This design comes from an exercise in tuning for small area on the open sky130 flow, not from production work.
The RTL was checked by simulation tests, not by an equivalence proof against the original design.
In every run shown here, the design's own scripts or RTL, not TritonCTS, make the clock network.
The clock input has no modelled driver; a real chip could not lean on it and would need a root buffer or a full tree.
Power is estimated from default activity; no workload was simulated.

`flow/flow/manual_cts.tcl`:
```
# Clock distribution in place of TritonCTS: the flip-flops are split into
# MANUAL_CTS_K groups by position (k-means); each group gets one clock buffer
# at its centroid, driven straight from the clock port (a one-level tree).
set k $::env(MANUAL_CTS_K)
set pins [get_pins -of_objects [get_nets clk] -filter "direction==input"]
set xs {}; set ys {}
foreach p $pins {
  set bb [[[sta::sta_to_db_pin $p] getInst] getBBox]
  lappend xs [expr { ([$bb xMin] + [$bb xMax]) / 2.0 }]
  lappend ys [expr { ([$bb yMin] + [$bb yMax]) / 2.0 }]
}
set n [llength $pins]
# initial centres: spread along the sorted x (then refined by k-means)
set order [lsort -real -indices $xs]
set cx {}; set cy {}
for {set j 0} {$j < $k} {incr j} {
  set i [lindex $order [expr { int(($j + 0.5) * $n / $k) }]]
  lappend cx [lindex $xs $i]; lappend cy [lindex $ys $i]
}
for {set it 0} {$it < 50} {incr it} {
  set grp {}
  for {set i 0} {$i < $n} {incr i} {
    set best 0; set bd 1e30
    for {set j 0} {$j < $k} {incr j} {
      set d [expr { abs([lindex $xs $i] - [lindex $cx $j]) + abs([lindex $ys $i] - [lindex $cy $j]) }]
      if { $d < $bd } { set bd $d; set best $j }
    }
    lappend grp $best
  }
  set ncx {}; set ncy {}
  for {set j 0} {$j < $k} {incr j} {
    set sx 0.0; set sy 0.0; set m 0
    for {set i 0} {$i < $n} {incr i} {
      if { [lindex $grp $i] == $j } {
        set sx [expr { $sx + [lindex $xs $i] }]; set sy [expr { $sy + [lindex $ys $i] }]; incr m
      }
    }
    if { $m > 0 } { lappend ncx [expr { $sx / $m }]; lappend ncy [expr { $sy / $m }] } else {
      lappend ncx [lindex $cx $j]; lappend ncy [lindex $cy $j] }
  }
  set cx $ncx; set cy $ncy
}
set dbu [[ord::get_db_block] getDbUnitsPerMicron]
for {set j 0} {$j < $k} {incr j} {
  set lp {}
  for {set i 0} {$i < $n} {incr i} {
    if { [lindex $grp $i] == $j } { lappend lp [lindex $pins $i] }
  }
  if { [llength $lp] == 0 } { continue }
  set x [expr { [lindex $cx $j] / $dbu }]; set y [expr { [lindex $cy $j] / $dbu }]
  puts "manual_cts: group $j, [llength $lp] flip-flops, buffer at ($x, $y)"
  insert_buffer -buffer_cell $::env(MANUAL_CTS_BUF) -net clk -load_pins $lp \
    -location [list $x $y] -buffer_name clkbuf_$j -net_name clk_$j
}
# more than 4 groups: one root buffer between the clock port and the group buffers
if { $k > 4 } {
  set lp [get_pins -of_objects [get_nets clk] -filter "direction==input"]
  set sx 0.0; set sy 0.0
  for {set j 0} {$j < $k} {incr j} {
    set sx [expr { $sx + [lindex $cx $j] }]; set sy [expr { $sy + [lindex $cy $j] }]
  }
  set x [expr { $sx / $k / $dbu }]; set y [expr { $sy / $k / $dbu }]
  puts "manual_cts: root buffer at ($x, $y) for [llength $lp] group buffers"
  insert_buffer -buffer_cell $::env(MANUAL_CTS_ROOT) -net clk -load_pins $lp \
    -location [list $x $y] -buffer_name clkbuf_root -net_name clk_root
}
```
`flow/constraint.sdc`:
```
create_clock -name core_clock -period 20.0 [get_ports {clk}]
set_input_delay 4.0000 -clock core_clock [delete_from_list [all_inputs] [get_ports {clk}]]
set_output_delay 4.0000 -clock core_clock [all_outputs]
set_load 0.01 [all_outputs]
```
`flow/standard.sh`:
```
#!/bin/bash
# synth_recipe.tcl (not shown) runs the flow's synth.tcl, then flattens the netlist and writes it again
# the make line also repeats each setting of config.mk as NAME=value (left out here)
make -C /OpenROAD-flow-scripts/flow DESIGN_CONFIG=/design/flow/config.mk WORK_HOME=/design/flow/orfs CLKGATE_MAP_FILE= SYNTH_SCRIPT=/design/flow/synth_recipe.tcl "${@:-finish}"
```
`flow/flow/abc_area.script`:
```
strash
&get -n
&deepsyn -T 60
&put
dch -f
amap -m
topo
```
`flow/flow/run.sh`:
```
#!/bin/bash
# Own layout flow: the standard ORFS flow (standard.sh) with
#  - no half-adder cell mapping and an area-oriented ABC script for the
#    synthesis's logic mapping
#    (registers are mapped before ABC, so they are the standard synthesis's)
#  - port buffers of the smallest buffer cell
#  - the clock tree replaced by MANUAL_CTS_K clock buffers fed by the clock
#    port, each at the centroid of its group of flip-flops
set -euo pipefail
W=$(pwd)
rm -rf "$W/myscripts"
cp -r "$FLOW_HOME/scripts" "$W/myscripts"
cp "$W/flow/abc_area.script" "$W/myscripts/abc_area.script"
grep -q '^log_cmd clock_tree_synthesis {\*}$cts_args$' "$W/myscripts/cts.tcl"
sed -i "s|^log_cmd clock_tree_synthesis {\*}\$cts_args\$|source $W/flow/manual_cts.tcl|" "$W/myscripts/cts.tcl"
export BUFFER_PORTS_ARGS="-buffer_cell sky130_fd_sc_hd__buf_1"
export MANUAL_CTS_BUF="sky130_fd_sc_hd__clkbuf_16"
export MANUAL_CTS_K=4
export MANUAL_CTS_ROOT="sky130_fd_sc_hd__clkbuf_16"
bash "$W/standard.sh" SCRIPTS_DIR="$W/myscripts" ABC_AREA=1 ADDER_MAP_FILE= finish > "$W/flow_make.log" 2>&1
```
`flow/design.v`:
```
module watch_project (clk, reset, set_outside, set_inside, display_sec, display_sec10,
                      display_min, display_min10, display_hour, display_hour10, state);
	input clk, reset, set_outside, set_inside;
	output [6:0] display_sec, display_sec10, display_min, display_min10, display_hour, display_hour10;
	output [5:0] state;
	parameter [8:0] CA0 = 9'd324;	 
	parameter [8:0] CA_S = 9'd162;	 
	parameter [9:0] PA0 = 10'd24;	 
	parameter [3:0] SA0 = 4'd6;	 
	localparam [3:0] U0 = 4'd6;	 
	localparam [2:0] T0 = 3'b000;	 
	localparam [1:0] H0 = 2'b00;	 
	function [6:0] segu;		 
		input [3:0] d;
		segu = {(~d[3] & d[0]) | (~d[2] & d[1] & ~d[0]),
			(~d[2] & d[1] & d[0]) | (d[2] & ~d[1] & ~d[0]),
			(~d[2] & ~d[1] & ~d[0]),
			~((d[3] & d[1] & d[0]) | (~d[2] & ~d[1]) | (d[2] & ~d[0])),
			(~d[2] & d[1]) | d[0],
			~((d[3] & d[1]) | (d[2] & ~d[0])),
			~d[3] | (d[2] & ~d[1] & d[0])};
	endfunction
	function [6:0] segt;		 
		input [2:0] d;
		segt = {d[1] ^ d[0],
			d[2] & ~d[1],
			~d[2] & d[1],
			d[1] ^ d[0],
			d[2] | (~d[1] & d[0]),
			d[0],
			~d[2] & ~d[1]};
	endfunction
	function [6:0] segh;		 
		input [1:0] d;
		segh = {~d[1] & d[0], 1'b0, d[1], ~d[1] & d[0], ~d[1] & d[0], d[0], ~d[1]};
	endfunction
	function [10:0] inc10;
		input [9:0] a; input ci;
		integer i; reg c;
		begin
			c = ci;
			for (i = 0; i < 10; i = i + 1) begin inc10[i] = a[i] ^ c; c = c & a[i]; end
			inc10[10] = c;
		end
	endfunction
	function [4:0] inc4;
		input [3:0] a; input ci;
		integer i; reg c;
		begin
			c = ci;
			for (i = 0; i < 4; i = i + 1) begin inc4[i] = a[i] ^ c; c = c & a[i]; end
			inc4[4] = c;
		end
	endfunction
	function [2:0] jstep;
		input [2:0] q; input en;
		jstep = en ? {q[1:0], ~q[2]} : q;
	endfunction
	wire b0 = set_outside, b1 = set_inside;
	reg [8:0] ca;
	reg q4, q2, q1, q0;	 
	assign state = {1'b0, q4, 1'b0, q2, q1, q0};
	wire samp = (ca[6:0] == CA_S[6:0]);	 
	always @(posedge clk or posedge reset) begin
		if (reset) begin
			ca <= CA0;
			{q4, q2, q1, q0} <= 4'b0001;
		end else begin
			ca <= {ca[7:0], ~(ca[8] ^ ca[3]) ^ samp};
			if (samp)
				case ({q4, q2, q1, q0})
					4'b0001: if (!b0) {q4, q2, q1, q0} <= 4'b0100; else if (!b1) {q4, q2, q1, q0} <= 4'b1000;
					4'b0100: if (!b0) {q4, q2, q1, q0} <= 4'b0001; else if (!b1) {q4, q2, q1, q0} <= 4'b0110;
					4'b0110: if (!b1) {q4, q2, q1, q0} <= 4'b0101;
					4'b0101: if (!b1) {q4, q2, q1, q0} <= 4'b0100;
					4'b1000: if (!b0) {q4, q2, q1, q0} <= 4'b1010; else if (!b1) {q4, q2, q1, q0} <= 4'b0001;
					4'b1010: if (!b0) {q4, q2, q1, q0} <= 4'b1001;
					4'b1001: if (!b0) {q4, q2, q1, q0} <= 4'b1000; else if (!b1) {q4, q2, q1, q0} <= 4'b0001;
					default: {q4, q2, q1, q0} <= 4'b0001;
				endcase
		end
	end
	wire sw = q4;			 
	wire set = q2;			 
	wire run = q4 & q1;		 
	wire add_min = q2 & q0 & !b0;	 
	wire add_hour = q2 & q1 & !b0;	 
	reg cs;
	reg [9:0] as;			 
	reg [3:0] su; reg [2:0] st;	 
	reg [3:0] sa;			 
	reg [3:0] ssu; reg [2:0] sst;	 
	reg [3:0] dsu; reg [2:0] dst;	 
	wire s_first = sw & !cs;	 
	wire s_blank = cs & !sw & set;	 
	wire [9:0] as_i; wire s_tick;
	assign {s_tick, as_i} = inc10(as, !set & !s_first);
	wire [3:0] su_i; wire su_c;
	assign {su_c, su_i} = inc4(su, s_tick);
	wire [3:0] su_n = su_i | (su_c ? U0 : 4'd0);
	wire st_c = su_c & st[2] & !st[1];
	wire [2:0] st_n = jstep(st, su_c);
	wire s59 = (&su) & st[2] & !st[1];
	wire [3:0] sa_i; wire sa_c;
	assign {sa_c, sa_i} = inc4(sa, run);
	wire [3:0] ssu_i; wire ssu_c;
	assign {ssu_c, ssu_i} = inc4(ssu, sa_c);
	wire [3:0] ssu_n = ssu_i | (ssu_c ? U0 : 4'd0);
	wire [2:0] sst_n = jstep(sst, ssu_c);
	wire ss59 = (&ssu) & sst[2] & !sst[1];
	always @(posedge clk or posedge reset) begin
		if (reset) begin
			cs <= 0; as <= PA0; su <= U0; st <= T0; sa <= SA0; ssu <= U0; sst <= T0; dsu <= U0; dst <= T0;
		end else begin
			as <= as_i | (s_tick ? PA0 : 10'd0);
			su <= su_n; st <= st_n;
			sa <= sa_i | (sa_c ? SA0 : 4'd0);
			ssu <= ssu_n; sst <= sst_n;
			if (s_first)
				cs <= 1'b1;
			else if (s_blank)
				cs <= 1'b0;
			if (s_blank) begin
				dsu <= U0; dst <= T0;
			end else if (s_first | sa_c) begin
				dsu <= ssu_n; dst <= sst_n;
			end else if (s_tick & !sw) begin
				dsu <= su_n; dst <= st_n;
			end
		end
	end
	wire en_min = s59 & !set;	 
	reg cm;
	reg [9:0] am;
	reg [3:0] mu; reg [2:0] mt;
	reg [3:0] smu; reg [2:0] smt;
	reg zm;				 
	wire m_first = sw & !cm;
	wire m_blank = cm & !sw & !en_min;	 
	wire [9:0] am_i; wire m_tick;
	assign {m_tick, am_i} = inc10(am, add_min | (en_min & !m_first));
	wire [3:0] mu_i; wire mu_c;
	assign {mu_c, mu_i} = inc4(mu, m_tick);
	wire [3:0] mu_n = mu_i | (mu_c ? U0 : 4'd0);
	wire [2:0] mt_n = jstep(mt, mu_c);
	wire m59 = (&mu) & mt[2] & !mt[1];
	wire sm_step = ss59 & sa_c;
	wire [3:0] smu_i; wire smu_c;
	assign {smu_c, smu_i} = inc4(smu, sm_step);
	wire [3:0] smu_n = smu_i | (smu_c ? U0 : 4'd0);
	wire [2:0] smt_n = jstep(smt, smu_c);
	always @(posedge clk or posedge reset) begin
		if (reset) begin
			cm <= 0; zm <= 0; am <= PA0; mu <= U0; mt <= T0; smu <= U0; smt <= T0;
		end else begin
			am <= am_i | (m_tick ? PA0 : 10'd0);
			mu <= mu_n; mt <= mt_n;
			smu <= smu_n; smt <= smt_n;
			if (m_tick & !sw) begin
				cm <= 1'b0;
				zm <= 1'b0;
			end else if (m_first)
				cm <= 1'b1;
			else if (m_blank) begin
				cm <= 1'b0;
				zm <= 1'b1;
			end
		end
	end
	wire [3:0] dmu = cm ? smu : zm ? U0 : mu;
	wire [2:0] dmt = cm ? smt : zm ? T0 : mt;
	reg ch, zf;			 
	reg [9:0] ah;
	reg [3:0] hu; reg [1:0] ht;
	wire en_hour = m59 & en_min;	 
	wire h_first = sw & !ch;
	wire [9:0] ah_i; wire h_tick;
	assign {h_tick, ah_i} = inc10(ah, (add_hour | en_hour) & !h_first);
	wire [3:0] hu_i; wire hu_c;
	assign {hu_c, hu_i} = inc4(hu, h_tick);
	wire h23 = ht[1] & (hu == 4'd9);	 
	always @(posedge clk or posedge reset) begin
		if (reset) begin
			ch <= 0; zf <= 0; ah <= PA0; hu <= U0; ht <= H0;
		end else begin
			ah <= ah_i | (h_tick ? PA0 : 10'd0);
			if (h_tick & h23) begin
				hu <= U0; ht <= H0;
			end else begin
				hu <= hu_i | (hu_c ? U0 : 4'd0);
				if (hu_c) ht <= {ht[0], 1'b1};
			end
			if (h_first) begin
				ch <= 1'b1;
				zf <= 1'b1;
			end else if (en_hour & run)
				zf <= 1'b1;
			else if (h_tick)
				zf <= 1'b0;
		end
	end
	assign display_sec = segu(dsu);
	assign display_sec10 = segt(dst);
	assign display_min = segu(dmu);
	assign display_min10 = segt(dmt);
	assign display_hour = segu(zf ? U0 : hu);
	assign display_hour10 = segh(zf ? H0 : ht);
endmodule
```
`flow/config.mk`:
```
export PLATFORM = sky130hd
export DESIGN_NAME = watch_project
export DESIGN_NICKNAME = watch_project
export VERILOG_FILES = /design/flow/design.v
export SDC_FILE = /design/flow/constraint.sdc
export NUM_CORES = 4
export LEC_CHECK = 0
export CAP_MARGIN = 20
export CORE_MARGIN = 2
export CORE_UTILIZATION = 75
export PLACE_DENSITY = 0.85
export SLEW_MARGIN = 20
```
==> summary.md, run 1 <==
| Metric | Value |
|---|---|
| Status | finished clean |
| Cell mode on critical path | and3_1 |
| Setup crit end kind | flip-flop |
| Crit path time final | ~6.7 ns |
| Die width | slightly below 80 um |
| Share of cells above drive strength 1 | 5.98% |
| Register bit count reported by yosys | 93 |
| Worst hold path class | reg2reg |
| Clock latency on the worst-skew pair | roughly 0.16 ns |
| Largest net degree at the start of global routing | 59 |
| Mux share of post-synthesis cell area | 0% |
| RSZ-0062 raised after global routing | no |
| PwrDens | 81.6 mW/mm^2 |
| Cell variety after synth | 31 |
| Synth Area in Simple Gates | a little over a fifth |
| Resized cells post-CTS | 0 |
| GR Overflow Total | 0 |
| Worst path arrival time | around 6.7 ns |
| Number of fill cells | ~350 |
| Synth Area in Compound Gates | roughly 15% |
| Initial Util | between 70% and 80% |
| Final hold vios | 0 |
| Slew @ Worst Pin | ~0.8 ns |
| Initial antenna violation count | 0 |
| Post-Place Cells | 570 |
| Hold depth | 0 |
| Warning count from the yosys run | 1 |
| Final wirelength | 7930 um |
| Syn Inst Count | roughly 460 |
| IO buf count | 48 |
| F_max | roughly 150 MHz |
| Nets | about 510 |
| CP Class | in2reg |
| Wire length per cell | around 14 um |
| Critical Path Source Type | input port |
| # Post-CTS Setup Buffers | 0 |
| Detailed-route via count | about 3.3k |
| Setup TNS | 0 ns |
| Req. time, crit path | roughly 20 ns |
| I/O pin total | 52 |
| Clk pin slew, worst setup/hold paths | 0.10 ns |
| ANT nets after route | 0 |
| Vias in the first global route | approximately 3.1k |
| Max transition margin | about 45% |
| Leakage Power | between 0.0015 and 0.002 uW |
| Synth Area in Adders | 0% |
| Die Span Y | roughly 80 um |
| ANT cells | 0 |
| Area grow syn2layout | 7.14% |
| CORE AREA | about 0.0054 sq mm |
| Final non-filler cell total | between 500 and 600 |
| Max VDD drop | around 80 uV |
| Starting DRT DRC Count | 178 |
| Largest family of logic cells by synthesized area | simple AND/OR/NAND/NOR gates |
| GP Congestion | 0.824 |
| Total GRT Usage | between 20% and 30% |
| Fraction of the cycle the final worst path needs | ~33% |
| FP Rows | 27 |
| Depth of the most critical reg-to-reg path | 15 |
| Max-slew violation total from the final report | 0 |
| Xor and xnor area share after synthesis | 0% |
| Worst path slowest cell | nor2_1 |
| Initial DRT Pass Iterations | 4 |
| Final Total Pwr | 363 uW |
| CP Cell Sequence | buf_1 > nor2_1 > a21oi_1 > nor2_1 > and2_0 > and3_1 > and3_1 > and3_1 > and3_1 > nand2_1 > nor2_1 > clkinv_1 > o31ai_1 > o22ai_1 |
| Post-detail-place hpwl | approximately 6000 um |
| MaxCap Viol Count | 0 |
| Die area | between 0.006 and 0.007 sq mm |
| Fraction of the yosys area taken by sequential cells | between 50% and 60% |
| Biggest cell delay along the critical path | 0.34 ns |
| Mapped Avg Cell Area | 9.05 sq um |
| Final setup fails | 0 |
| Vias per cell | between 5 and 6 |
| Worst-path maximum fanout | 6 |
| Hold_buf cts | 0 |
| Clk_skew | 0.0223 ns |
| Detailed-route DRC error count | 0 |
| First-pass GRT wire length | 13500 um |
| Synth Cell Area | a little over 0.004 sq mm |
## area by class of cell, without the clock buffers
cell class | count | area (sq um) | area share, %
flip-flops and latches | 93 | 2360 | 53.0
inverters | 57 | 215 | 4.84
multi-input cells | 299 | 1500 | 33.7
well taps | 72 | 90.1 | 2.02
repair buffers | 49 | 188 | 4.22
## worst max-delay path: cells and delay by family
family | cells | cell delay, ns
compound gates | 3 | 0.54
buf+inv | 2 | 0.35
simple gates | 9 | 1.82
## report_power, final
group,switching [uW],internal [uW],total [uW]
clock network,44.1,36.5,80.6
logic,33.4,19.9,53.3
registers,13.4,216,229
total,90.9,272,363
## layout by cell type, fill, tap and decap left out, types with 13 or more instances in the layout
| cell | count |
|---|---|
| nor2_1 | 118 |
| dfrtp_1 | 69 |
| clkinv_1 | 56 |
| buf_1 | 48 |
| o21ai_0 | 27 |
| a21oi_1 | 25 |
| and3_1 | 24 |
| dfstp_2 | 24 |
| nand2_1 | 20 |
| o22ai_1 | 17 |
| nor3_1 | 13 |
## cell usage after synthesis (all sizes together)
cell	n	area (sq um)
o21ai	27	135
nand2	20	75.1
nor3	13	65.1
a221o	3	30.0
o211ai	1	7.51
o21a	8	60.1
clkinv	57	214
buf	12	90.1
or2	2	12.5
nor2	118	443
nand3	4	20.0
nand4b	1	8.76
o22a	5	43.8
o31ai	2	15.0
o32ai	2	17.5
dfrtp	69	1730
nor4	1	6.26
nand2b	1	6.26
nand4bb	1	11.3
and2	6	37.5
nor2b	4	25.0
o2111ai	1	8.76
o221ai	4	35.0
a21oi	25	125
dfstp	24	631
conb	1	3.75
nand4	1	6.26
o22ai	17	106
a22oi	4	30.0
and3	24	150
a31oi	1	6.26
## worst paths after layout
check / startpoint / endpoint / slack [ns]
min in group asynchronous: reset / st[0] / 3.87
worst min register to register: ca[7] / ca[8] / 0.36
worst max-delay path: set_outside / ht[1] / 13.31
max in group asynchronous: reset / mu[3] / 15.04
worst min-delay path: ca[7] / ca[8] / 0.36
worst max register to register: su[2] / ht[1] / 16.05
## routing by layer
metal,part of all wire (%),GRT usage (%),vias to the layer above
met5,0,0,-
met4,1.3,3.68,0
met3,3.4,1.03,10
met2,50,48.9,73
met1,45,36.6,1592
li1,-,-,1632
## state kept, by name, summed over array words and instances, names as in the netlist, 2 cells and up
signal and cells:
st 3, ah 10, dsu 4, hu 4, ca 9, su 4
as 10, sst 3, smu 4, mt 3, smt 3, ssu 4
am 10, ht 2, sa 4, mu 4, dst 3
## cell families (layout without fill, tap and decap cells)
logic type	Yosys count	after routing
and+or+nand+nor	196	196
buffers and inverters	69	110
AOI/OAI and AO/OA	100	100
other	1	3
DFF	93	93
## through the flow
stage | cell area, sq um | setup WS, ns | hold slack [ns] | util, %
final | 4450 | 13.31 | 0.363 | 81.8
after global routing | 4450 | 13.04 | 0.370 | 81.8
after CTS | 4450 | 13.19 | 0.339 | 81.8
after detailed placement | 4350 | 13.20 | 0.339 | 80.0
after global placement | 4350 | 13.43 | 0.336 | 80.0
after floorplan | 4160 | 13.80 | 0.333 | -
==> run 2, diff against run 1 <==
--- a/flow/design.v
+++ b/flow/design.v
@@ -7,19 +7,9 @@
 	parameter [8:0] CA_S = 9'd162;	 
 	parameter [9:0] PA0 = 10'd24;	 
 	parameter [3:0] SA0 = 4'd6;	 
-	localparam [3:0] U0 = 4'd6;	 
+	localparam [3:0] U0 = 4'd0;	 
 	localparam [2:0] T0 = 3'b000;	 
 	localparam [1:0] H0 = 2'b00;	 
-	function [6:0] segu;		 
-		input [3:0] d;
-		segu = {(~d[3] & d[0]) | (~d[2] & d[1] & ~d[0]),
-			(~d[2] & d[1] & d[0]) | (d[2] & ~d[1] & ~d[0]),
-			(~d[2] & ~d[1] & ~d[0]),
-			~((d[3] & d[1] & d[0]) | (~d[2] & ~d[1]) | (d[2] & ~d[0])),
-			(~d[2] & d[1]) | d[0],
-			~((d[3] & d[1]) | (d[2] & ~d[0])),
-			~d[3] | (d[2] & ~d[1] & d[0])};
-	endfunction
 	function [6:0] segt;		 
 		input [2:0] d;
 		segt = {d[1] ^ d[0],
@@ -55,6 +45,24 @@
 	function [2:0] jstep;
 		input [2:0] q; input en;
 		jstep = en ? {q[1:0], ~q[2]} : q;
+	endfunction
+	function [6:0] segu;		 
+		input [3:0] d;
+		segu = {(~d[3] & ~d[2] & ~d[1] & d[0]) | (d[2] & ~d[1] & ~d[0]),
+			(d[2] & ~d[1] & d[0]) | (d[2] & d[1] & ~d[0]),
+			(~d[2] & d[1] & ~d[0]),
+			(~d[3] & ~d[2] & ~d[1] & d[0]) | (d[2] & ~d[1] & ~d[0]) | (d[2] & d[1] & d[0]),
+			(d[2] & ~d[1]) | d[0],
+			(~d[3] & ~d[2] & d[0]) | (~d[2] & d[1]) | (d[1] & d[0]),
+			(~d[3] & ~d[2] & ~d[1]) | (d[2] & d[1] & d[0])};
+	endfunction
+	function [4:0] ustep;
+		input [3:0] u; input en;
+		reg [4:0] t;
+		begin
+			t = inc4(u, en);
+			ustep = (en & u[3] & u[0]) ? 5'b10000 : {1'b0, t[3:0]};
+		end
 	endfunction
 	wire b0 = set_outside, b1 = set_inside;
 	reg [8:0] ca;
@@ -95,19 +103,17 @@
 	wire s_blank = cs & !sw & set;	 
 	wire [9:0] as_i; wire s_tick;
 	assign {s_tick, as_i} = inc10(as, !set & !s_first);
-	wire [3:0] su_i; wire su_c;
-	assign {su_c, su_i} = inc4(su, s_tick);
-	wire [3:0] su_n = su_i | (su_c ? U0 : 4'd0);
+	wire [3:0] su_n; wire su_c;
+	assign {su_c, su_n} = ustep(su, s_tick);
 	wire st_c = su_c & st[2] & !st[1];
 	wire [2:0] st_n = jstep(st, su_c);
-	wire s59 = (&su) & st[2] & !st[1];
+	wire s59 = su[3] & su[0] & st[2] & !st[1];
 	wire [3:0] sa_i; wire sa_c;
 	assign {sa_c, sa_i} = inc4(sa, run);
-	wire [3:0] ssu_i; wire ssu_c;
-	assign {ssu_c, ssu_i} = inc4(ssu, sa_c);
-	wire [3:0] ssu_n = ssu_i | (ssu_c ? U0 : 4'd0);
+	wire [3:0] ssu_n; wire ssu_c;
+	assign {ssu_c, ssu_n} = ustep(ssu, sa_c);
 	wire [2:0] sst_n = jstep(sst, ssu_c);
-	wire ss59 = (&ssu) & sst[2] & !sst[1];
+	wire ss59 = ssu[3] & ssu[0] & sst[2] & !sst[1];
 	always @(posedge clk or posedge reset) begin
 		if (reset) begin
 			cs <= 0; as <= PA0; su <= U0; st <= T0; sa <= SA0; ssu <= U0; sst <= T0; dsu <= U0; dst <= T0;
@@ -139,15 +145,13 @@
 	wire m_blank = cm & !sw & !en_min;	 
 	wire [9:0] am_i; wire m_tick;
 	assign {m_tick, am_i} = inc10(am, add_min | (en_min & !m_first));
-	wire [3:0] mu_i; wire mu_c;
-	assign {mu_c, mu_i} = inc4(mu, m_tick);
-	wire [3:0] mu_n = mu_i | (mu_c ? U0 : 4'd0);
+	wire [3:0] mu_n; wire mu_c;
+	assign {mu_c, mu_n} = ustep(mu, m_tick);
 	wire [2:0] mt_n = jstep(mt, mu_c);
-	wire m59 = (&mu) & mt[2] & !mt[1];
+	wire m59 = mu[3] & mu[0] & mt[2] & !mt[1];
 	wire sm_step = ss59 & sa_c;
-	wire [3:0] smu_i; wire smu_c;
-	assign {smu_c, smu_i} = inc4(smu, sm_step);
-	wire [3:0] smu_n = smu_i | (smu_c ? U0 : 4'd0);
+	wire [3:0] smu_n; wire smu_c;
+	assign {smu_c, smu_n} = ustep(smu, sm_step);
 	wire [2:0] smt_n = jstep(smt, smu_c);
 	always @(posedge clk or posedge reset) begin
 		if (reset) begin
@@ -176,9 +180,9 @@
 	wire h_first = sw & !ch;
 	wire [9:0] ah_i; wire h_tick;
 	assign {h_tick, ah_i} = inc10(ah, (add_hour | en_hour) & !h_first);
-	wire [3:0] hu_i; wire hu_c;
-	assign {hu_c, hu_i} = inc4(hu, h_tick);
-	wire h23 = ht[1] & (hu == 4'd9);	 
+	wire [3:0] hu_n; wire hu_c;
+	assign {hu_c, hu_n} = ustep(hu, h_tick);
+	wire h23 = ht[1] & (hu == 4'd3);
 	always @(posedge clk or posedge reset) begin
 		if (reset) begin
 			ch <= 0; zf <= 0; ah <= PA0; hu <= U0; ht <= H0;
@@ -187,7 +191,7 @@
 			if (h_tick & h23) begin
 				hu <= U0; ht <= H0;
 			end else begin
-				hu <= hu_i | (hu_c ? U0 : 4'd0);
+				hu <= hu_n;
 				if (hu_c) ht <= {ht[0], 1'b1};
 			end
 			if (h_first) begin
==> run 2 against run 1 <==
Still clean on timing, DRC and antenna. Core utilization hardly changed. Setup slack worse by 0.0057 ns. Largest power group unchanged. Sequential share of layout area hardly changed.
==> summary.md, run 2 <==
| Metric | Value |
|---|---|
| Slew @ Worst Pin | 0.858 ns (+0.0361 ns) |
| Cell variety after synth | 35 (+13%) |
| Resized cells post-CTS | 0 (unchanged) |
| Critical Path Start | set_outside |
| RSZ-0062 raised after global routing | no |
| Final setup fails | 0 (unchanged) |
| Commonest cells after routing, fill and taps aside | 126 x nor2_1, 81 x dfrtp_1, 50 x clkinv_1 |
| ANT nets after route | 0 (unchanged) |
| Cell mode on critical path | and3_1 |
| Die Span Y | 78.2 um (-0.29%) |
| Vias per cell | 5.74 (-0.39%) |
| Max-slew violation total from the final report | 0 (unchanged) |
| Area grow syn2layout | 7.18% (about the same) |
| Req. time, crit path | 20.05 ns (+0.03 ns) |
| Final wirelength | 8230 um (+3.8%) |
| MaxCap Viol Count | 0 (unchanged) |
| Clk_skew | 0.0249 ns (+0.00256 ns) |
| Most common cell in the netlist | nor2_1 |
| CP Cell Sequence | buf_1 > o21ai_0 > o21a_1 > nor2_1 > and2_0 > and3_1 > and3_1 > and3_1 > and3_1 > nand2_1 > nor2_1 > clkinv_1 > nor2_1 > clkinv_1 > o221a_1 |
| Mapped Avg Cell Area | 9.05 sq um (about the same) |
| Detailed-route via count | 3277 (-0.91%) |
| Clock latency on the worst-skew pair | 0.16 ns (about the same) |
| Largest cells by area after synthesis | dfrtp_1 49%, nor2_1 11%, dfstp_2 7.6% |
| Total GRT Usage | 28.1% (+1.5 points) |
| Synth Cell Area | 0.00413 sq mm (-0.60%) |
| First-pass GRT wire length | 14100 um (+4.4%) |
| Largest delay share family, worst path | simple AND/OR/NAND/NOR gates |
| IO buf count | 48 (unchanged) |
| Worst R2R Setup Slack | 16.36 ns (+0.31 ns) |
| Share of cells above drive strength 1 | 3.61% (-2.4 points) |
| Xor and xnor area share after synthesis | 0% (unchanged) |
| PwrDens | 66.1 mW/mm^2 (-19%) |
| Detailed-route DRC error count | 0 (unchanged) |
| Worst hold path class | reg2reg |
| Hold depth | 0 (unchanged) |
| Synth Area in Compound Gates | 15.1% (+0.15 points) |
| Wire length per cell | 14.4 um (+4.4%) |
| Fraction of the cycle the final worst path needs | 33.5% (about the same) |
| Most common cell after layout, fill and taps aside | nor2_1 |
| Most used flip-flop cell after synthesis | dfrtp_1 |
| CP Class | in2reg |
| CORE AREA | 0.00541 sq mm (-0.62%) |
| Crit path time final | 6.69 ns (+0.00570 ns) |
| Hold path start | ca[7] |
| Initial DRT Pass Iterations | 4 (unchanged) |
| Largest net degree at the start of global routing | 70 (+19%) |
| Initial antenna violation count | 0 (unchanged) |
| Biggest regs | ah: 10 flops, am: 10 flops, as: 10 flops |
| I/O pin total | 52 (unchanged) |
| # Post-CTS Setup Buffers | 0 (unchanged) |
| Top cell type's share of synthesized area | 49.1% (+7.5 points) |
| F_max | 149 MHz (about the same) |
| Max VDD drop | 60.3 uV (-22%) |
| Depth of the most critical reg-to-reg path | 17 (+2) |
| ANT cells | 0 (unchanged) |
| Die width | 78.2 um (-0.29%) |
| Hold_buf cts | 0 (unchanged) |
| Die area | 0.00611 sq mm (-0.57%) |
| Mux share of post-synthesis cell area | 0% (unchanged) |
| Warning count from the yosys run | 1 (unchanged) |
| FP Rows | 27 (unchanged) |
| Worst path arrival time | 6.74 ns (+0.03 ns) |
| GP Congestion | 0.787 (-4.5%) |
| Worst path slowest cell | o221a_1 |
| Critical Path Source Type | input port |
| Nets | 505 (-0.59%) |
| Largest family of logic cells by synthesized area | simple AND/OR/NAND/NOR gates |
| Leakage Power | 0.00201 uW (+3.5%) |
| Syn Inst Count | 456 (-0.65%) |
| Reg-to-reg critical path startpoint | q4 |
| Post-detail-place hpwl | 5950 um (-1.7%) |
| Vias in the first global route | 3166 (+1.7%) |
| Starting DRT DRC Count | 171 (-3.9%) |
| Clk pin slew, worst setup/hold paths | 0.10 ns (about the same) |
| FFs w/ async S/R, synth | 100% (unchanged) |
| Synth Area in Simple Gates | 21.2% (+0.37 points) |
| Number of fill cells | 351 (+1.7%) |
| EDFF count, synth | 0 (unchanged) |
| Setup TNS | 0 ns (unchanged) |
| Biggest cell delay along the critical path | 0.26 ns (-0.08 ns) |
| Worst-path maximum fanout | 6 (unchanged) |
| R2r endpoint | dsu[2] |
| Max transition margin | 42.2% (-2.5 points) |
| Initial Util | 76.4% (about the same) |
| Area leader, netlist | dfrtp_1 |
| Commonest cells in the netlist | 126 x nor2_1, 81 x dfrtp_1, 51 x clkinv_1 |
| Fin Hold WS | 0.366 ns (+0.00243 ns) |
| Final hold vios | 0 (unchanged) |
| Register bit count reported by yosys | 93 (unchanged) |
| GR Overflow Total | 0 (unchanged) |
| Worst Hold End | ca[8] |
| Setup crit end kind | flip-flop |
| Fraction of the yosys area taken by sequential cells | 56.7% (about the same) |
| Status | finished clean |
| Critical path buffers and inverters | 3 (+1) |
| Synth Area in Adders | 0% (unchanged) |
run 2: changes by cell type after synthesis, moves of 4 or more:
cell      before  now
a22oi_1        4    9
clkinv_1      57   51
dfrtp_1       69   81
dfstp_2       24   12
nor2_1       118  126
o221ai_1       4    0
o22ai_1       17   10
run 2: metrics by stage:
step                setup slack [ns]  util [%]  power (uW)  area [sq um]  std cells
floorplan                      13.72         -         211          4140        458
global placement               13.36      80.0         213          4320        567
detailed placement             13.18      80.0         215          4320        567
CTS                            13.16      81.9         279          4420        571
global route                   13.00      81.9         302          4420        571
finish                         13.31      81.9         292          4420        571
run 2: cell families after synthesis:
logic type | Yosys count
AO/OA/AOI/OAI | 99
buffers and inverters | 63
flip-flops | 93
other | 1
AND/OR/NAND/NOR | 200
run 2: worst max-delay path by stage:
stage,end,slack (ns),depth (start not counted)
finish,ht[1],13.31,15
global route,ht[1],13.00,15
CTS,ht[1],13.16,15
detailed placement,ht[1],13.18,15
global placement,ht[1],13.36,15
floorplan,ht[1],13.72,14
run 2: power breakdown:
part	internal, uW	switching, uW
registers	195	3.66
logic	3.63	8.33
clock network	36.6	45.0
run 2: final cells by class, without the clock buffers:
class	instances	area, sq um	share of cell area (%)
Inverter	51	193	4.36
Tap cell	72	90.1	2.04
Sequential cell	93	2340	52.9
Timing Repair Buffer	49	188	4.24
Multi-Input combinational cell	302	1510	34.2
run 2: metal layers:
layer,vias up,routed length (um),GRT usage [%]
li1,1609,-,-
met4,0,107,4.74
met5,-,0,0
met2,88,4300,52.2
met3,12,333,2.30
met1,1568,3490,37.1
==> run 3, diff against run 2 <==
--- a/flow/design.v
+++ b/flow/design.v
@@ -6,7 +6,7 @@
 	parameter [8:0] CA0 = 9'd324;	 
 	parameter [8:0] CA_S = 9'd162;	 
 	parameter [9:0] PA0 = 10'd24;	 
-	parameter [3:0] SA0 = 4'd6;	 
+	parameter [3:0] SA0 = 4'd0;	 
 	localparam [3:0] U0 = 4'd0;	 
 	localparam [2:0] T0 = 3'b000;	 
 	localparam [1:0] H0 = 2'b00;	 
@@ -108,8 +108,8 @@
 	wire st_c = su_c & st[2] & !st[1];
 	wire [2:0] st_n = jstep(st, su_c);
 	wire s59 = su[3] & su[0] & st[2] & !st[1];
-	wire [3:0] sa_i; wire sa_c;
-	assign {sa_c, sa_i} = inc4(sa, run);
+	wire [3:0] sa_n; wire sa_c;
+	assign {sa_c, sa_n} = ustep(sa, run);
 	wire [3:0] ssu_n; wire ssu_c;
 	assign {ssu_c, ssu_n} = ustep(ssu, sa_c);
 	wire [2:0] sst_n = jstep(sst, ssu_c);
@@ -120,7 +120,7 @@
 		end else begin
 			as <= as_i | (s_tick ? PA0 : 10'd0);
 			su <= su_n; st <= st_n;
-			sa <= sa_i | (sa_c ? SA0 : 4'd0);
+			sa <= sa_n;
 			ssu <= ssu_n; sst <= sst_n;
 			if (s_first)
 				cs <= 1'b1;
==> run 3 against run 2 <==
Wire length rose by 4.8%. Global-route usage rose by 1.7 points. Combinational power rose to 5.0 times the previous value. Register-to-register slack got worse by 0.25 ns. Die area fell by 0.78%. Synthesized area fell by 0.82%. Fmax rose by 0.16%. Synthesized cell count fell by 2.0%. Largest cell class unchanged. Highest routed layer unchanged.
==> summary.md, run 3 <==
| Metric | Value |
|---|---|
| Vias per cell | 5.99 (+4.4%) |
| Total GRT Usage | 29.8% (+1.7 points) |
| CORE AREA | 0.00517 sq mm (-4.3%) |
| Worst-path maximum fanout | 6 (unchanged) |
| Area of the multi-input gates | 0.00150 sq mm (-0.83%) |
| Slew @ Worst Pin | 0.993 ns (+0.135 ns) |
| Commonest cells in the netlist | 122 x nor2_1, 83 x dfrtp_1, 46 x clkinv_1 |
| Cell mode on critical path | and3_1 |
| CP Cell Sequence | buf_1 > clkinv_1 > a31oi_1 > nor2_1 > and2_0 > and3_1 > and3_1 > and3_1 > and3_1 > nand2_1 > nor2_1 > clkinv_1 > nor3_1 > nand2b_1 > o22ai_1 |
| Post-detail-place hpwl | 6160 um (+3.5%) |
| Nets | 497 (-1.6%) |
| Max VDD drop | 110 uV (+83%) |
| Max-slew violation total from the final report | 0 (unchanged) |
| ANT nets after route | 0 (unchanged) |
| IO buf count | 48 (unchanged) |
| Die area | 0.00607 sq mm (-0.78%) |
| Synth Area in Simple Gates | 22.2% (+0.94 points) |
| Vias in the first global route | 3310 (+4.5%) |
| Initial antenna violation count | 0 (unchanged) |
| Mux share of post-synthesis cell area | 0% (unchanged) |
| Biggest regs | ah: 10 flops, am: 10 flops, as: 10 flops |
| FP Rows | 26 (-3.7%) |
| Die width | 77.9 um (-0.39%) |
| Worst path arrival time | 6.72 ns (-0.02 ns) |
| Largest delay share family, worst path | simple AND/OR/NAND/NOR gates |
| Register area | 0.00234 sq mm (-0.11%) |
| Mapped Avg Cell Area | 9.16 sq um (+1.2%) |
| Fraction of the cycle the final worst path needs | 33.4% (-0.053 points) |
| Largest cells by area after synthesis | dfrtp_1 51%, nor2_1 11%, dfstp_2 6.4% |
| First-pass GRT wire length | 14800 um (+5.3%) |
| Fraction of the yosys area taken by sequential cells | 57.2% (+0.41 points) |
| Syn Inst Count | 447 (-2.0%) |
| Clock latency on the worst-skew pair | 0.16 ns (about the same) |
| Top cell type's share of synthesized area | 50.7% (+1.6 points) |
| Final non-filler cell total | 561 (-1.8%) |
| Final hold vios | 0 (unchanged) |
| Critical Path Source Type | input port |
| Wire length per cell | 15.4 um (+6.7%) |
| Most common cell after layout, fill and taps aside | nor2_1 |
| Synth Area in Adders | 0% (unchanged) |
| Register bit count reported by yosys | 93 (unchanged) |
| Setup TNS | 0 ns (unchanged) |
| Share of cells above drive strength 1 | 3.46% (-0.14 points) |
| MaxCap Viol Count | 0 (unchanged) |
| FFs w/ async S/R, synth | 100% (unchanged) |
| F_max | 150 MHz (+0.16%) |
| Req. time, crit path | 20.04 ns (about the same) |
| Final wirelength | 8630 um (+4.8%) |
| Synth Cell Area | 0.00409 sq mm (-0.82%) |
| Cell variety after synth | 29 (-17%) |
| Setup crit end kind | flip-flop |
| Leakage Power | 0.00197 uW (-1.9%) |
| Starting DRT DRC Count | 236 (+38%) |
| Largest net degree at the start of global routing | 94 (+34%) |
| I/O pin total | 52 (unchanged) |
| GR Overflow Total | 0 (unchanged) |
| Die Span Y | 77.9 um (-0.39%) |
| Crit path time final | 6.68 ns (-0.0107 ns) |
| Most used flip-flop cell after synthesis | dfrtp_1 |
| PwrDens | 84.2 mW/mm^2 (+27%) |
| GP Congestion | 0.881 (+12%) |
| Synth Area in Compound Gates | 14.2% (-0.95 points) |
| Commonest cells after routing, fill and taps aside | 122 x nor2_1, 83 x dfrtp_1, 48 x buf_1 |
| Resized cells post-CTS | 0 (unchanged) |
| Biggest cell delay along the critical path | 0.27 ns (about the same) |
| Worst hold path class | reg2reg |
| # Post-CTS Setup Buffers | 0 (unchanged) |
| ANT cells | 0 (unchanged) |
| Post-Place Cells | 557 (-1.8%) |
| Number of fill cells | 288 (-18%) |
| Final setup fails | 0 (unchanged) |
| Initial DRT Pass Iterations | 5 (+1) |
| Critical path buffers and inverters | 3 (unchanged) |
| Fin Hold WS | 0.359 ns (-0.00640 ns) |
| Hold_buf cts | 0 (unchanged) |
| Most common cell in the netlist | nor2_1 |
| Clk pin slew, worst setup/hold paths | 0.08 ns (-0.02 ns) |
| Detailed-route DRC error count | 0 (unchanged) |
| EDFF count, synth | 0 (unchanged) |
| Area leader, netlist | dfrtp_1 |
| Max transition margin | 33.1% (-9.1 points) |
| Area grow syn2layout | 7.46% |
| CP Class | in2reg |
| Xor and xnor area share after synthesis | 0% (unchanged) |
| Worst path slowest cell | nor3_1 |
| Largest family of logic cells by synthesized area | simple AND/OR/NAND/NOR gates |
| Clk_skew | 0.0164 ns (-0.00848 ns) |
| Status | finished clean |
| RSZ-0062 raised after global routing | no |
| Warning count from the yosys run | 1 (unchanged) |
| Detailed-route via count | 3362 (+2.6%) |
| Initial Util | 79.1% (+2.8 points) |
==> run 3: cell types whose count changed after synthesis, sizes merged, moves of 3 or more <==
cell	previous run	this run
clkinv	51	46
o22ai	10	7
and3	22	26
a211oi	1	4
nor3	10	18
a21oi	22	19
o21a	9	4
nor2	126	122
a221o	1	4
nand2	21	16
==> run 3: cell type report, without the clock buffers <==
type / count / share of cell area (%)
Inverter: 46 / 3.95
Multi-Input combinational cell: 298 / 34.1
Sequential cell: 93 / 53.2
Tap cell: 70 / 1.99
Timing Repair Buffer: 50 / 4.52
==> run 3: worst paths after layout <==
check	startpoint	endpoint	slack, ns	depth (start not counted)
setup / recovery	set_outside	ht[1]	13.32	15
hold / removal	ca[7]	ca[8]	0.36	0
setup reg to reg	q2	ht[1]	16.11	16
hold reg to reg	ca[7]	ca[8]	0.36	0
max in group asynchronous	reset	q1	15.44	3
min in group asynchronous	reset	as[9]	4.05	3
==> run 3: per-layer routing <==
metal | up-vias | GRT usage [%] | share of wire, %
met5 | - | 0 | 0
met4 | 0 | 9.82 | 3.2
met3 | 31 | 1.98 | 3.7
met2 | 116 | 53.7 | 53
met1 | 1628 | 38.6 | 40
li1 | 1587 | - | -
==> run 3: cell families after synthesis <==
kind of cell	Yosys count
other cells	1
buf+inv	58
flops	93
simple gates	204
compound gates	91
==> run 3: power breakdown <==
part	switching (uW)	leakage (uW)	internal (uW)
logic	38.5	0.000779	21.4
registers	16.7	0.00114	212
clock network	44.9	0.0000493	36.6
==> run 3: stage by stage <==
stage | utilization (%) | power (uW) | worst slack (ns) | area [sq um]
2_1_floorplan | - | 271 | 13.87 | 4100
3_3_place_gp | 83.0 | 285 | 13.56 | 4300
3_5_place_dp | 83.0 | 291 | 13.32 | 4300
4_1_cts | 85.0 | 356 | 13.20 | 4400
5_1_grt | 85.1 | 389 | 12.97 | 4400
6_report | 85.1 | 370 | 13.32 | 4400

port drivers added, routing unchanged:
Ports are ideal in the flow. The routed layouts listed here were re-timed in OpenROAD. Step 1, drivers: a clkbuf_16 drives clk and a buf_2 each remaining input, both assumed. Step 2 also shifts input and output timing later by t, the mid clock arrival at the registers, as if the neighbouring blocks saw the same clock. a / b / c = ideal ports / drivers / drivers and shift; a / b = the first two.
run	shift t [ns]	slack for setup (ns)	worst setup path at the end
run 1	0.223	13.314 / 13.369 / 13.145	input to register
run 2	0.227	13.308 / 13.339 / 13.112	input to register
run 3	0.221	13.319 / 13.360 / 13.139	input to register
After both steps setup and hold are still met in every run listed. The setup slack of run 2, which loses most, moves by +0.031 ns with the drivers and by -0.196 ns with both steps.
